What follows belongs to an exercise in optimizing a design on an open flow for small area and a short achievable clock period; a production flow would make more cautious choices. At most, simulation tests tie the RTL to the original design; equivalence was not proved. Power and IR drop assume default switching activity.

## gelu_lut_module
module gelu_lut_module (
    input                       clk,
    input                       rst_n,
    input                       in_valid,
    input      signed [15:0]    in_data,
    output reg                  out_valid,
    output     signed [10:0]    out_data
);
For scale: ~440 cells after synthesis, ~30 flip-flops, roughly 31 I/O pins, ~0.0026 mm^2 of cells after synthesis.
clock: 5.0 ns
lec_check: 0
abc_area: 1
cap_margin: 70
core_margin: 2
core_utilization: 40
setup_slack_margin: 2.8
slew_margin: 70
synth_hierarchical: 1
tns_end_percent: 5
standard.sh (not shown) runs the stock make flow with config.mk's settings and CLKGATE_MAP_FILE= SYNTH_SCRIPT=/design/flow/synth_recipe.tcl, a recipe that flattens the netlist after the stock synthesis.
==> flow/flow/run.sh <==
#!/bin/bash
set -euo pipefail
args=()
while IFS= read -r line || [[ -n "$line" ]]; do
  [[ -z "$line" || "$line" == \#* ]] && continue
  args+=("$line")
done < flow/make_args.txt
bash standard.sh "${args[@]}" finish > run_make.log 2>&1
==> flow/flow/make_args.txt <==
ADDER_MAP_FILE=
BUFFER_PORTS_ARGS=-buffer_cell sky130_fd_sc_hd__buf_1
CTS_ARGS=-sink_clustering_enable -repair_clock_nets -dont_use_dummy_load
Edit:
- SETUP_SLACK_MARGIN: 2.8 -> 2.65
Routed wire length decreases slightly.
Setup slack improved by 43 ps.
Core utilization came out lower by 2.9 points.
First-iteration DRC count rises by about a fifth.
Worst hold slack stays flat.
Cell count shrinks slightly.
Edit:
- SETUP_SLACK_MARGIN: 2.65 -> 2.9
Outcome: Wire length grows by 4.5%. Non-clock buffer count is higher by 4. Final cell count is higher by 0.74%. Die area does not change. Combinational power grows by 8.0%. Core utilization rose by 2.4 points. Fmax rises by 1.2%. Sequential power grows by about 1%. Cell area goes up by 5.1%. Via count climbs by 2.1%.
Function was not checked in any run of this note: the RTL went through the layout flow alone.

---

gelu_lut_module, a different RTL version from the one above (not shown whole).
Size: roughly 420 cells after synthesis, about 24 flip-flops, about 31 I/O pins.
==> flow/config.mk <==
export PLATFORM = sky130hd
export DESIGN_NAME = gelu_lut_module
export DESIGN_NICKNAME = gelu_lut_module
export VERILOG_FILES = /design/flow/design.v
export SDC_FILE = /design/flow/constraint.sdc
export NUM_CORES = 4
export LEC_CHECK = 0
export ABC_AREA = 1
export CAP_MARGIN = 70
export CORE_MARGIN = 2
export CORE_UTILIZATION = 40
export SETUP_SLACK_MARGIN = 2.7
export SLEW_MARGIN = 70
export TNS_END_PERCENT = 5
==> flow/constraint.sdc <==
create_clock -name core_clock -period 5.0 [get_ports {clk}]
set_input_delay 1.0000 -clock core_clock [delete_from_list [all_inputs] [get_ports {clk}]]
set_output_delay 1.0000 -clock core_clock [all_outputs]
set_load 0.01 [all_outputs]
Scripts as last shown in full above: flow/flow/run.sh, flow/flow/make_args.txt
The starting point produced a clean layout.
Then changed:
==> flow/flow/run.sh (replaced) <==
#!/bin/bash
set -euo pipefail
bash standard.sh ADDER_MAP_FILE= \
  "BUFFER_PORTS_ARGS=-buffer_cell sky130_fd_sc_hd__buf_1" \
  "CTS_ARGS=-sink_clustering_enable -repair_clock_nets -dont_use_dummy_load" \
  finish > run_make.log 2>&1
SETUP_SLACK_MARGIN = default   (was 2.7)
TNS_END_PERCENT = default   (was 5)
removed: flow/flow/make_args.txt
Sequential power hardly moves. Clock power hardly moves. Final cell count fell by 3.6%. Wire length fell by 9.6%. Area after synthesis does not change. Worst setup slack gets worse by 0.18 ns.
No run of this note included a check of the RTL's function; only the layout flow was run.

---

## build 83
gelu_lut_module, a different RTL version from the one above (not shown whole).
Size: about 410 cells after synthesis, about 29 flip-flops, ~31 I/O pins, ~0.0024 mm2 of cells after synthesis.
// gelu_lut_module
module gelu_lut_module (
    input                       clk,
    input                       rst_n,
    input                       in_valid,
    input      signed [15:0]    in_data,
    output reg                  out_valid,
    output     signed [10:0]    out_data
);
export LEC_CHECK = 0
export ABC_AREA = 1
export CAP_MARGIN = 70
export CORE_MARGIN = 2
export CORE_UTILIZATION = 40
export SLEW_MARGIN = 70
create_clock -name core_clock -period 5.0 [get_ports {clk}]
==> flow/flow/run.sh <==
#!/bin/bash
set -euo pipefail
bash standard.sh ADDER_MAP_FILE= \
  "BUFFER_PORTS_ARGS=-buffer_cell sky130_fd_sc_hd__buf_1" \
  "CTS_ARGS=-sink_clustering_enable -sink_clustering_size 40 -sink_clustering_max_diameter 200 -buf_list sky130_fd_sc_hd__clkbuf_8 -root_buf sky130_fd_sc_hd__clkbuf_8 -dont_use_dummy_load -repair_clock_nets" \
  finish > run_make.log 2>&1
In summary, build 83 completed successfully, with a layout that passed the timing, design-rule and antenna checks.
Changes in build 8 relative to build 83:
# build 83
export LEC_CHECK = 0
export ABC_AREA = 1
export CAP_MARGIN = 70
export CORE_MARGIN = 2
export CORE_UTILIZATION = 40
export SLEW_MARGIN = 70
create_clock -name core_clock -period 5.0 [get_ports {clk}]
# build 8
export LEC_CHECK = 0
export ABC_AREA = 1
export CAP_MARGIN = 95
export CORE_MARGIN = 2
export CORE_UTILIZATION = 40
export SLEW_MARGIN = 95
create_clock -name core_clock -period 5.0 [get_ports {clk}]
==> flow/flow/run.sh <==
#!/bin/bash
set -euo pipefail
bash standard.sh ADDER_MAP_FILE= \
  "BUFFER_PORTS_ARGS=-buffer_cell sky130_fd_sc_hd__buf_1" \
  "CTS_ARGS=-sink_clustering_enable -repair_clock_nets -dont_use_dummy_load" \
  finish > run_make.log 2>&1
==> summary.txt <==
Count of distinct cell types in the synthesized netlist: build 8 vs build 83 identical
Reported for build 83 and build 8, total of flip-flops plus latches after synthesis turned out identical to the last digit.
The number of enable-type register cells in the synthesized netlist on build 83 is in line with that on build 8.
As far as fraction of registers with async set/reset goes, build 83 and build 8 are indistinguishable; the numbers are identical.
As far as cell row count is concerned, build 83 and build 8 perform about the same.
Comparing build 8 against build 83, there is no change at all in combined area of all synthesized cells.
Build 8 did not finish; the tool stopped in 3_5_place_dp with error DPL-0038.
Build 83 did not stop at any stage, and its layout met the timing, design-rule and antenna checks.
From build 83 to build 8, multiplexer share of the synthesized area did not move at all.
Build 8 -> build 83: width of the chip delta 0, exact match
From build 8 to build 83, weighted congestion at the end of routability-driven global placement did not move at all.
[compare] base=build 83 new=build 8: synthesized netlist cell count held steady, simple-gate area share of the yosys netlist held steady.
Relative to build 8, the following input files were edited for build 84:
# build 8
export LEC_CHECK = 0
export ABC_AREA = 1
export CAP_MARGIN = 95
export CORE_MARGIN = 2
export CORE_UTILIZATION = 40
export SLEW_MARGIN = 95
create_clock -name core_clock -period 5.0 [get_ports {clk}]
# build 84
export LEC_CHECK = 0
export ABC_AREA = 1
export CAP_MARGIN = 70
export CORE_MARGIN = 2
export CORE_UTILIZATION = 40
export SETUP_SLACK_MARGIN = 2.7
export SLEW_MARGIN = 70
export TNS_END_PERCENT = 5
create_clock -name core_clock -period 5.0 [get_ports {clk}]
==> flow/flow/run.sh <==
#!/bin/bash
set -euo pipefail
rm -rf orfs_scripts
cp -r "$FLOW_HOME/scripts" orfs_scripts
cp flow/abc_area.script orfs_scripts/abc_area.script
args=()
while IFS= read -r line || [[ -n "$line" ]]; do
  [[ -z "$line" || "$line" == \#* ]] && continue
  args+=("$line")
done < flow/make_args.txt
bash standard.sh "SCRIPTS_DIR=$PWD/orfs_scripts" "${args[@]}" finish > run_make.log 2>&1
==> flow/flow/abc_area.script (new file) <==
strash; dch; map -a; topo; stime -c; buffer -c; upsize -c; dnsize -c
==> flow/flow/make_args.txt (new file) <==
ADDER_MAP_FILE=
BUFFER_PORTS_ARGS=-buffer_cell sky130_fd_sc_hd__buf_1
CTS_ARGS=-sink_clustering_enable -repair_clock_nets -dont_use_dummy_load
Results
Between build 8 and build 84, initial core utilization is lower for build 84, build 8 comes in above that.
Build 84 reached the final stage; the timing, design-rule and antenna checks on its layout passed.
Compared with build 8, build 84 shows a lower fraction of synthesized area in multiplexers.
In build 84, the parity-gate share of the synthesized area counting xor and xnor cells came out 0.68 points above the value in build 8.
Comparing build 8 and build 84, simple-gate portion of the synthesized area is lower on build 84.
[compare] base=build 8 new=build 84: complex-gate fraction of the synthesized area up 16 points; number of placement rows up 3.7%; gate count of the mapped netlist down 73; die outline width up about 0.55%.
The inputs of build 6 differ from those of build 84 as listed below.
# build 84
export LEC_CHECK = 0
export ABC_AREA = 1
export CAP_MARGIN = 70
export CORE_MARGIN = 2
export CORE_UTILIZATION = 40
export SETUP_SLACK_MARGIN = 2.7
export SLEW_MARGIN = 70
export TNS_END_PERCENT = 5
create_clock -name core_clock -period 5.0 [get_ports {clk}]
# build 6
export LEC_CHECK = 0
export ABC_AREA = 0
export CAP_MARGIN = 70
export CORE_MARGIN = 2
export CORE_UTILIZATION = 40
export SLEW_MARGIN = 70
create_clock -name core_clock -period 5.0 [get_ports {clk}]
==> flow/flow/run.sh <==
#!/bin/bash
set -euo pipefail
args=()
while IFS= read -r line || [[ -n "$line" ]]; do
  [[ -z "$line" || "$line" == \#* ]] && continue
  args+=("$line")
done < flow/make_args.txt
bash standard.sh "${args[@]}" finish > run_make.log 2>&1
removed: flow/flow/abc_area.script
Findings:
Diff build 84 -> build 6: number of ordinary inverters in the final layout went down, area of all placed cells without fillers climbed about 26%. Build 6: adder-cell share of the synthesized area 0.66 points above build 84. A cell at the slowest stage of the critical path of dfxtp_4 is what build 84 shows, while dfxtp_2 belongs to build 6. Compared with build 84, build 6 degrades overall power of the completed layout. Area of the mapped netlist sits higher in build 6 than in build 84. Summary of build 6 over build 84: routed wire length went up about 55%, number of nets produced by synthesis went up 76.
#### Input delta (build 60 over build 6)
# build 6
export LEC_CHECK = 0
export ABC_AREA = 0
export CAP_MARGIN = 70
export CORE_MARGIN = 2
export CORE_UTILIZATION = 40
export SLEW_MARGIN = 70
create_clock -name core_clock -period 5.0 [get_ports {clk}]
# build 60
export LEC_CHECK = 0
export ABC_AREA = 1
export CAP_MARGIN = 70
export CORE_MARGIN = 2
export CORE_UTILIZATION = 40
export SETUP_SLACK_MARGIN = 2.7
export SLEW_MARGIN = 70
export TNS_END_PERCENT = 5
create_clock -name core_clock -period 5.0 [get_ports {clk}]
==> flow/flow/make_args.txt <==
ADDER_MAP_FILE=
BUFFER_PORTS_ARGS=-buffer_cell sky130_fd_sc_hd__buf_1
CTS_ARGS=-sink_clustering_enable -repair_clock_nets -dont_use_dummy_load
SETUP_MOVE_SEQUENCE=unbuffer,sizeup,swap
- Summary — non-clock buffer count, build 60 relative to build 6: lower, by 20.
- Effective utilization at floorplan ended up 0.27 points higher on build 60 than on build 6.
- Per the comparison of build 60 with build 6, placeable core region went down about 23%, maximum frequency went up about 65%, area fraction in and, or, nand and nor cells after synthesis went up 25 points.
Input-level comparison between build 91 and build 60:
# build 60
export LEC_CHECK = 0
export ABC_AREA = 1
export CAP_MARGIN = 70
export CORE_MARGIN = 2
export CORE_UTILIZATION = 40
export SETUP_SLACK_MARGIN = 2.7
export SLEW_MARGIN = 70
export TNS_END_PERCENT = 5
create_clock -name core_clock -period 5.0 [get_ports {clk}]
# build 91
export LEC_CHECK = 0
export ABC_AREA = 1
export CAP_MARGIN = 70
export CORE_MARGIN = 2
export CORE_UTILIZATION = 40
export GPL_TIMING_DRIVEN = 1
export SETUP_SLACK_MARGIN = 2.75
export SLEW_MARGIN = 70
export TNS_END_PERCENT = 5
create_clock -name core_clock -period 5.0 [get_ports {clk}]
==> flow/flow/run.sh <==
#!/bin/bash
set -euo pipefail
bash standard.sh ADDER_MAP_FILE= \
  "BUFFER_PORTS_ARGS=-buffer_cell sky130_fd_sc_hd__buf_1" \
  "CTS_ARGS=-sink_clustering_enable -repair_clock_nets -dont_use_dummy_load" \
  finish > run_make.log 2>&1
removed: flow/flow/make_args.txt
## What came out
The non-clock buffer total of the final layout in build 91 sits 8 above the value recorded for build 60.
There was hardly any difference in post-route clock skew between build 60 and build 91.
For peak supply drop, build 60 and build 91 come out practically identical.
Compared with build 60, build 91 shows a lower sequential share of layout area.

==> re-timing with driven ports <==
How much do the figures lean on ideal ports? The routed layouts below were timed once more, with nothing changed but the port constraints. Step 1, drivers: a clkbuf_16 drives clk and a buf_2 each remaining input, both assumed. Step 2 also shifts input and output timing later by t, the mid clock arrival at the registers, as if the neighbouring blocks saw the same clock. Three values: ideal, step 1, step 2; two values: the first two.
run	shift t [ns]	slack for setup (ns)	worst setup path after step 2	slew at the worst register clock pin (ns)	pins driven straight from the clock port
the first run of note 1	0.294	2.719 / 2.719 / 2.719	register to register	0.07 / 0.07	1
the second run of note 1	0.292	2.762 / 2.762 / 2.762	register to register	0.07 / 0.07	1
the third run of note 1	0.295	2.788 / 2.788 / 2.788	register to register	0.07 / 0.07	1
the first run of note 2	0.290	2.790 / 2.790 / 2.674	input to register	0.08 / 0.08	1
the second run of note 2	0.289	2.615 / 2.615 / 2.615	register to register	0.08 / 0.08	1
build 83	0.294	2.597 / 2.597 / 2.597	register to register	0.06 / 0.06	1
build 84	0.297	2.419 / 2.419 / 2.419	register to register	0.06 / 0.06	1
build 6	0.316	1.392 / 1.392 / 1.392	register to register	0.07 / 0.07	1
build 60	0.294	2.807 / 2.780 / 2.626	input to register	0.06 / 0.06	1
build 91	0.295	2.806 / 2.779 / 2.695	input to register	0.06 / 0.06	1
After both steps setup and hold are still met in every run listed. The setup slack of build 60, which loses most, moves by -0.027 ns with the drivers and by -0.181 ns with both steps.
